Source: an optimization exercise on an open RTL-to-GDS flow (aim: small area). Production flows keep margins and buffers that such runs may drop.
RTL that was checked went through simulation tests only; none was proved equivalent to the original.
Power figures rest on the tool's default switching activity, not on a simulated workload.

==> flow/design.v <==
`timescale 1ns / 1ps
module filter (i_clk, i_rst_n, i_data, o_data);
	input i_clk, i_rst_n;
	input  signed [17:0] i_data;
	output reg signed [17:0] o_data;
	reg [3:0] cnt;           
	reg started;             
	reg [197:0] ring;        
	reg [9:0] lo;            
	reg [10:0] hi;            
	reg cy;                  
	reg z;                   
	wire ins = (cnt == 4'd15);
	wire keep = ~ins & started;
	wire [17:0] r10 = ring[197:180];
	wire [17:0] rd0 = ring[35:18];
	wire [17:0] rd1 = ring[107:90];
	wire [17:0] rd2 = ring[161:144];
	reg [2:0] sel_d;
	reg neg_d, sh_d;
	always @(*) begin
		sel_d = 3'd0; neg_d = 1'b0; sh_d = 1'b0;
		case (cnt + 4'd1)
			4'd15: begin sel_d[2] = 1'b1; end
			4'd0: begin sel_d[2] = 1'b1; end
			4'd1: begin sel_d[0] = 1'b1; neg_d = 1'b1; end
			4'd2: begin sel_d[2] = 1'b1; end
			4'd3: begin sel_d[0] = 1'b1; sh_d = 1'b1; end
			4'd4: begin sel_d[0] = 1'b1; end
			4'd5: begin sel_d[1] = 1'b1; neg_d = 1'b1; end
			4'd6: begin sel_d[0] = 1'b1; neg_d = 1'b1; sh_d = 1'b1; end
			4'd7: begin sel_d[2] = 1'b1; neg_d = 1'b1; sh_d = 1'b1; end
			4'd8: begin sel_d[1] = 1'b1; end
			4'd9: begin sel_d[2] = 1'b1; neg_d = 1'b1; end
			4'd10: begin sel_d[2] = 1'b1; end
			4'd11: begin sel_d[1] = 1'b1; neg_d = 1'b1; end
			4'd12: begin sel_d[2] = 1'b1; neg_d = 1'b1; end
			4'd13: begin sel_d[1] = 1'b1; sh_d = 1'b1; end
			default: ;
		endcase
	end
	reg [2:0] sel;
	reg neg, sh;
	always @(posedge i_clk) begin
		sel <= sel_d; neg <= neg_d; sh <= sh_d;
	end
	wire [17:0] word = ({18{sel[0]}} & rd0) | ({18{sel[1]}} & rd1) | ({18{sel[2]}} & rd2);
	wire [17:0] tw = word ^ {18{neg}};    
	wire ld = ins;
	wire hs = ~ins & sh;
	wire hp = ~ins & ~sh;
	wire [9:0] lo_b = ({10{hs}} & {hi[0] ^ cy, lo[9:1]}) | ({10{hp}} & lo) | {5'd0, ld, 4'd0};
	wire [10:0] hi_b = ({11{hs}} & {hi[10], hi[10:1]}) | ({11{hp}} & hi);
	wire hi_ci = (hs & hi[0] & cy) | (hp & cy);
	wire [9:0] lo_t = tw[9:0];
	wire [10:0] hi_t = {{3{tw[17]}}, tw[17:10]};
	wire [10:0] la_c;
	wire [9:0] la_s;
	assign la_c[0] = neg;
	genvar la_i;
	generate for (la_i = 0; la_i < 10; la_i = la_i + 1) begin : la_g
		assign la_s[la_i] = lo_b[la_i] ^ lo_t[la_i] ^ la_c[la_i];
		assign la_c[la_i + 1] = (lo_b[la_i] & lo_t[la_i]) | (la_c[la_i] & (lo_b[la_i] ^ lo_t[la_i]));
	end endgenerate
	wire [11:0] ha_c;
	wire [10:0] ha_s;
	assign ha_c[0] = hi_ci;
	genvar ha_i;
	generate for (ha_i = 0; ha_i < 11; ha_i = ha_i + 1) begin : ha_g
		assign ha_s[ha_i] = hi_b[ha_i] ^ hi_t[ha_i] ^ ha_c[ha_i];
		assign ha_c[ha_i + 1] = (hi_b[ha_i] & hi_t[ha_i]) | (ha_c[ha_i] & (hi_b[ha_i] ^ hi_t[ha_i]));
	end endgenerate
	wire [20:0] acc = {hi, lo};
	wire ovf = ~((acc[20] == acc[19]) && (acc[20] == acc[18]));
	wire tie = z & ~acc[0];
	wire en = ins & started;
	wire en_v = en & ~ovf;
	wire en_p = en & ovf & ~acc[20];    
	wire en_n = en & ovf & acc[20];     
	wire [17:0] val = {acc[18:2], acc[1] & ~tie};
	wire [17:0] o_nx = ({18{en_v}} & val) | {en_n, {17{en_p}}} | ({18{~en}} & o_data);
	always @(posedge i_clk, negedge i_rst_n)
		if (!i_rst_n) begin
			cnt <= 4'd0;
			started <= 1'b0;
			o_data <= 18'd0;
		end else begin
			cnt <= cnt + 4'd1;
			started <= started | ins;
			o_data <= o_nx;
		end
	always @(posedge i_clk) begin
		ring <= {ring[179:0], ({18{ins}} & i_data) | ({18{keep}} & r10)};
		lo <= la_s;
		cy <= la_c[10];
		hi <= ha_s;
		z <= ld | (z & ~(hs & lo[0]));
	end
endmodule
==> flow/config.mk <==
export PLATFORM = sky130hd
export DESIGN_NAME = filter
export DESIGN_NICKNAME = filter
export VERILOG_FILES = /design/flow/design.v
export SDC_FILE = /design/flow/constraint.sdc
export NUM_CORES = 4
export LEC_CHECK = 0
export CAP_MARGIN = 20
export CORE_MARGIN = 2
export CORE_UTILIZATION = 40
export CTS_CLUSTER_DIAMETER = 60
export CTS_CLUSTER_SIZE = 30
export SLEW_MARGIN = 20
==> flow/constraint.sdc <==
create_clock -name core_clock -period 6.0 [get_ports {i_clk}]
set_input_delay 1.2000 -clock core_clock [delete_from_list [all_inputs] [get_ports {i_clk}]]
set_output_delay 1.2000 -clock core_clock [all_outputs]
set_load 0.01 [all_outputs]
standard.sh (not shown) runs the stock make flow with config.mk's settings and CLKGATE_MAP_FILE= SYNTH_SCRIPT=/design/flow/synth_recipe.tcl, a recipe that flattens the netlist after the stock synthesis.
==> flow/flow/run.sh <==
#!/bin/bash
# Own layout flow: the standard flow (standard synthesis unchanged), with
#  - the smallest buffer (buf_1) on the ports instead of the default choice,
#  - clock tree of clkbuf_8 with sink clusters sized for this design, without dummy loads,
#  - power recovery (downsizing of cells off the critical paths) after global
#    routing.
# The make output goes to standard.log in this folder; ORFS's own per-step
# logs are under orfs/logs.
set -euo pipefail
bash standard.sh \
  "BUFFER_PORTS_ARGS=-buffer_cell sky130_fd_sc_hd__buf_1" \
  "CTS_ARGS=-sink_clustering_enable -repair_clock_nets -dont_use_dummy_load -buf_list sky130_fd_sc_hd__clkbuf_8 -sink_clustering_size 20 -sink_clustering_max_diameter 60" \
  "RECOVER_POWER=100" \
  finish > standard.log 2>&1
Edit:
--- a/flow/design.v
+++ b/flow/design.v
@@ -6,8 +6,8 @@
 	reg [3:0] cnt;           
 	reg started;             
 	reg [197:0] ring;        
-	reg [9:0] lo;            
-	reg [10:0] hi;            
+	reg [10:0] lo;            
+	reg [9:0] hi;            
 	reg cy;                  
 	reg z;                   
 	wire ins = (cnt == 4'd15);
@@ -20,7 +20,7 @@
 	reg neg_d, sh_d;
 	always @(*) begin
 		sel_d = 3'd0; neg_d = 1'b0; sh_d = 1'b0;
-		case (cnt + 4'd1)
+		case (cnt)
 			4'd15: begin sel_d[2] = 1'b1; end
 			4'd0: begin sel_d[2] = 1'b1; end
 			4'd1: begin sel_d[0] = 1'b1; neg_d = 1'b1; end
@@ -39,34 +39,32 @@
 			default: ;
 		endcase
 	end
-	reg [2:0] sel;
-	reg neg, sh;
-	always @(posedge i_clk) begin
-		sel <= sel_d; neg <= neg_d; sh <= sh_d;
-	end
+	wire [2:0] sel = sel_d;
+	wire neg = neg_d;
+	wire sh = sh_d;
 	wire [17:0] word = ({18{sel[0]}} & rd0) | ({18{sel[1]}} & rd1) | ({18{sel[2]}} & rd2);
 	wire [17:0] tw = word ^ {18{neg}};    
 	wire ld = ins;
 	wire hs = ~ins & sh;
 	wire hp = ~ins & ~sh;
-	wire [9:0] lo_b = ({10{hs}} & {hi[0] ^ cy, lo[9:1]}) | ({10{hp}} & lo) | {5'd0, ld, 4'd0};
-	wire [10:0] hi_b = ({11{hs}} & {hi[10], hi[10:1]}) | ({11{hp}} & hi);
+	wire [10:0] lo_b = ({11{hs}} & {hi[0] ^ cy, lo[10:1]}) | ({11{hp}} & lo) | {6'd0, ld, 4'd0};
+	wire [9:0] hi_b = ({10{hs}} & {hi[9], hi[9:1]}) | ({10{hp}} & hi);
 	wire hi_ci = (hs & hi[0] & cy) | (hp & cy);
-	wire [9:0] lo_t = tw[9:0];
-	wire [10:0] hi_t = {{3{tw[17]}}, tw[17:10]};
-	wire [10:0] la_c;
-	wire [9:0] la_s;
+	wire [10:0] lo_t = tw[10:0];
+	wire [9:0] hi_t = {{3{tw[17]}}, tw[17:11]};
+	wire [11:0] la_c;
+	wire [10:0] la_s;
 	assign la_c[0] = neg;
 	genvar la_i;
-	generate for (la_i = 0; la_i < 10; la_i = la_i + 1) begin : la_g
+	generate for (la_i = 0; la_i < 11; la_i = la_i + 1) begin : la_g
 		assign la_s[la_i] = lo_b[la_i] ^ lo_t[la_i] ^ la_c[la_i];
 		assign la_c[la_i + 1] = (lo_b[la_i] & lo_t[la_i]) | (la_c[la_i] & (lo_b[la_i] ^ lo_t[la_i]));
 	end endgenerate
-	wire [11:0] ha_c;
-	wire [10:0] ha_s;
+	wire [10:0] ha_c;
+	wire [9:0] ha_s;
 	assign ha_c[0] = hi_ci;
 	genvar ha_i;
-	generate for (ha_i = 0; ha_i < 11; ha_i = ha_i + 1) begin : ha_g
+	generate for (ha_i = 0; ha_i < 10; ha_i = ha_i + 1) begin : ha_g
 		assign ha_s[ha_i] = hi_b[ha_i] ^ hi_t[ha_i] ^ ha_c[ha_i];
 		assign ha_c[ha_i + 1] = (hi_b[ha_i] & hi_t[ha_i]) | (ha_c[ha_i] & (hi_b[ha_i] ^ hi_t[ha_i]));
 	end endgenerate
@@ -92,7 +90,7 @@
 	always @(posedge i_clk) begin
 		ring <= {ring[179:0], ({18{ins}} & i_data) | ({18{keep}} & r10)};
 		lo <= la_s;
-		cy <= la_c[10];
+		cy <= la_c[11];
 		hi <= ha_s;
 		z <= ld | (z & ~(hs & lo[0]));
 	end
Outcome: Now the flow completed, yet does not pass: max-capacitance violations, max-slew violations. Power shrinks by 1.9%. Sequential power barely changes. Combinational power is about the same. Cell count fell by 4.0%. Routed wire length falls by 4.6%.
Only the layout flow was run in the second run of this note; the RTL was not checked for function there.

what the ideal ports hide:
No port has a modelled driver above. Below, the same layouts with a new extraction and two added sets of constraints. Step 1 assumes that a clkbuf_16 drives the clock port and a buf_2 every other input. Step 2 times the ports against the registers' clock, not the clock port: input delays grow and output delays shrink by t, the midpoint of the rising clock arrivals with the driver on. a / b / c = ideal / step 1 / step 2; a / b = the first two.
run	shift t [ns]	slack for setup (ns)	clock arrival spread, ns	slew at the worst register clock pin (ns)	cell pins on the clock port's net
the first run	0.522	0.254 / 0.254 / 0.254	0.046 / 0.046	0.12 / 0.12	1
the second run	0.524	0.258 / 0.258 / 0.258	0.050 / 0.050	0.12 / 0.12	1
